Background: an optimization exercise with open tools, aiming at small area, a short achievable clock period and few clock cycles. Do not read the settings as production practice.
The RTL was checked by simulation tests, not by an equivalence proof against the original design.
The flow treats the clock pin as an ideal source. Dropping or thinning the clock tree relies on that and would not hold on a real chip.
Power and IR drop assume default switching activity.

Design conv2d_3x3_lb, start of the top module:
module conv2d_3x3_lb #(
    parameter MAX_W = 16
)(
    input         clk,
    input         reset,
    input         start,
    input  [7:0]  base_a,
    input  [7:0]  base_b,
    input  [7:0]  base_c,
    input  [4:0]  tile_w,    
    input  [4:0]  tile_h,    
    output reg    busy,
    output reg    done,
    output            a_en,
    output            a_we,          
    output reg  [7:0] a_addr,
    output      [31:0] a_di,         
    input       [31:0] a_dout,
    output            b_en,
    output            b_we,          
    output reg  [7:0] b_addr,
    output      [31:0] b_di,         
    input       [31:0] b_dout,
    output            c_en,
    output            c_we,
    output reg  [7:0] c_addr,
    output reg [31:0] c_di,
    input       [31:0] c_dout        
);
Size: about 1,800 cells after synthesis, ~220 flip-flops, about 260 I/O pins, about 0.019 mm² of cells after synthesis.
==> flow/config.mk <==
export PLATFORM = sky130hd
export DESIGN_NAME = conv2d_3x3_lb
export DESIGN_NICKNAME = conv2d_3x3_lb
export VERILOG_FILES = /design/flow/design.v
export SDC_FILE = /design/flow/constraint.sdc
export NUM_CORES = 4
export LEC_CHECK = 0
export CAP_MARGIN = 20
export CORE_MARGIN = 2
export CORE_UTILIZATION = 40
export SLEW_MARGIN = 20
export SYNTH_HIERARCHICAL = 1
export SYNTH_MINIMUM_KEEP_SIZE = 0
==> flow/constraint.sdc <==
create_clock -name core_clock -period 15.0 [get_ports {clk}]
set_input_delay 3.0000 -clock core_clock [delete_from_list [all_inputs] [get_ports {clk}]]
set_output_delay 3.0000 -clock core_clock [all_outputs]
set_load 0.01 [all_outputs]
standard.sh (not shown) runs the stock make flow with config.mk's settings and CLKGATE_MAP_FILE= SYNTH_SCRIPT=/design/flow/synth_recipe.tcl, a recipe that flattens the netlist after the stock synthesis.
==> flow/flow/run.sh <==
#!/bin/bash
# Standard ORFS layout (the standard.sh, unchanged synthesis), with
#  - timing repair aimed well below the clock period (SETUP_SLACK_MARGIN),
#  - plain buffers on the ports instead of delay buffers,
#  - one tie cell for the constant outputs,
#  - a two-level clock tree (see post_cts.tcl).
# Every tool's output is in standard.log and in orfs/logs/.
set -euo pipefail
here=$(pwd)
bash standard.sh \
  SETUP_SLACK_MARGIN=11.6 \
  BUFFER_PORTS_ARGS="-buffer_cell sky130_fd_sc_hd__buf_2" \
  SKIP_REPAIR_TIE_FANOUT=1 \
  CTS_ARGS="-sink_clustering_enable -repair_clock_nets -sink_clustering_size 30 -sink_clustering_max_diameter 150 -dont_use_dummy_load" \
  POST_CTS_TCL="$here/flow/post_cts.tcl" \
  finish > standard.log 2>&1
Other scripts of this flow, unchanged in this note and not shown: flow/flow/post_cts.tcl
Testbench counts at the start, summed over its fixed seeds: cycles 205,773.
Rerun with:
--- a/flow/flow/run.sh
+++ b/flow/flow/run.sh
@@ -11 +11 @@
-  SETUP_SLACK_MARGIN=11.6 \
+  SETUP_SLACK_MARGIN=11.3 \
=> Total power drops by 8.1%; combinational power drops by 11%; die area stays the same; global-route usage drops by 2.2 points.
Rerun with:
--- a/flow/flow/run.sh
+++ b/flow/flow/run.sh
@@ -11 +11 @@
-  SETUP_SLACK_MARGIN=11.3 \
+  SETUP_SLACK_MARGIN=11 \
The changed run produced a clean layout.
Power is lower by about 6%.
First-iteration DRC count is lower by about 20%.
Hold slack got worse by 9.2 ps.


Another version of the RTL of conv2d_3x3_lb (not shown whole).
For scale: about 1,800 cells after synthesis, about 220 flip-flops, roughly 260 I/O pins, about 19,000 um2 of cells after synthesis.
clock: 15.0 ns
lec_check: 0
cap_margin: 20
core_margin: 2
core_utilization: 55
place_density: 0.7
slew_margin: 20
synth_hierarchical: 1
synth_minimum_keep_size: 0
==> flow/flow/run.sh <==
#!/bin/bash
# Standard ORFS layout (the standard.sh, unchanged synthesis), with
#  - timing repair aimed well below the clock period (SETUP_SLACK_MARGIN),
#  - plain buffers on the ports instead of delay buffers,
#  - one tie cell for the constant outputs,
#  - a two-level clock tree (see post_cts.tcl).
# Every tool's output is in standard.log and in orfs/logs/.
set -euo pipefail
here=$(pwd)
bash standard.sh \
  SETUP_SLACK_MARGIN=11 \
  BUFFER_PORTS_ARGS="-buffer_cell sky130_fd_sc_hd__buf_2" \
  SKIP_REPAIR_TIE_FANOUT=1 \
  CTS_ARGS="-sink_clustering_enable -repair_clock_nets -sink_clustering_size 30 -sink_clustering_max_diameter 150 -dont_use_dummy_load" \
  POST_CTS_TCL="$here/flow/post_cts.tcl" \
  finish > standard.log 2>&1
Other scripts of this flow, unchanged in this note and not shown: flow/flow/post_cts.tcl
The first run passed the timing, DRC and antenna checks.
Testbench counts at the start, summed over its fixed seeds: cycles 205,773.
Next try:
Settings changed: CORE_UTILIZATION 55 to 60, PLACE_DENSITY 0.7 to 0.75.
Outcome:
- The new run passed the timing, DRC and antenna checks
- global-route usage went up by 1.6 points
- area after synthesis stays the same
- wire length drops by 0.67%
- cell count drops by 2.0%
Next try:
Settings changed: ABC_CLOCK_PERIOD_IN_PS from default to 3500.
The new run ran to the end with no violations. Die area does not change. Wire length does not change. Cell area does not change. Sequential power is about the same. First-iteration DRC count does not change. Clock skew stays the same. Setup slack does not change. Utilization does not change.

==> re-timing with driven ports <==
No port has a modelled driver above. Below, the same layouts with a new extraction and two added sets of constraints. Step 1 (the two cells are an assumption about what drives the block):
set clk [get_ports {clk}]
set_driving_cell -lib_cell sky130_fd_sc_hd__clkbuf_16 $clk
set_driving_cell -lib_cell sky130_fd_sc_hd__buf_2 [delete_from_list [all_inputs] $clk]
Step 2 times the ports against the registers' clock, not the clock port: input delays grow and output delays shrink by t, the midpoint of the rising clock arrivals with the driver on. Three values: ideal, step 1, step 2; two values: the first two.
| run | shift t [ns] | setup WS [ns] | hold slack, ns | worst setup path after step 2 |
|---|---|---|---|---|
| the first run of note 1 | 0.420 | 11.077 / 10.956 / 10.770 | 0.335 / 0.335 / 0.335 | input to register |
| the second run of note 1 | 0.422 | 11.090 / 10.970 / 10.793 | 0.342 / 0.342 / 0.342 | input to register |
| the third run of note 1 | 0.426 | 11.062 / 10.970 / 10.734 | 0.333 / 0.333 / 0.333 | input to register |
| the first run of note 2 | 0.413 | 11.097 / 11.077 / 10.786 | 0.339 / 0.339 / 0.339 | input to register |
| the second run of note 2 | 0.410 | 11.101 / 11.077 / 10.826 | 0.337 / 0.337 / 0.337 | input to register |
| the third run of note 2 | 0.410 | 11.101 / 11.077 / 10.826 | 0.337 / 0.337 / 0.337 | input to register |
After both steps every run listed still meets setup and hold. For the third run of note 1, which loses most, drivers alone change the setup slack by -0.092 ns; drivers and shift together by -0.328 ns.
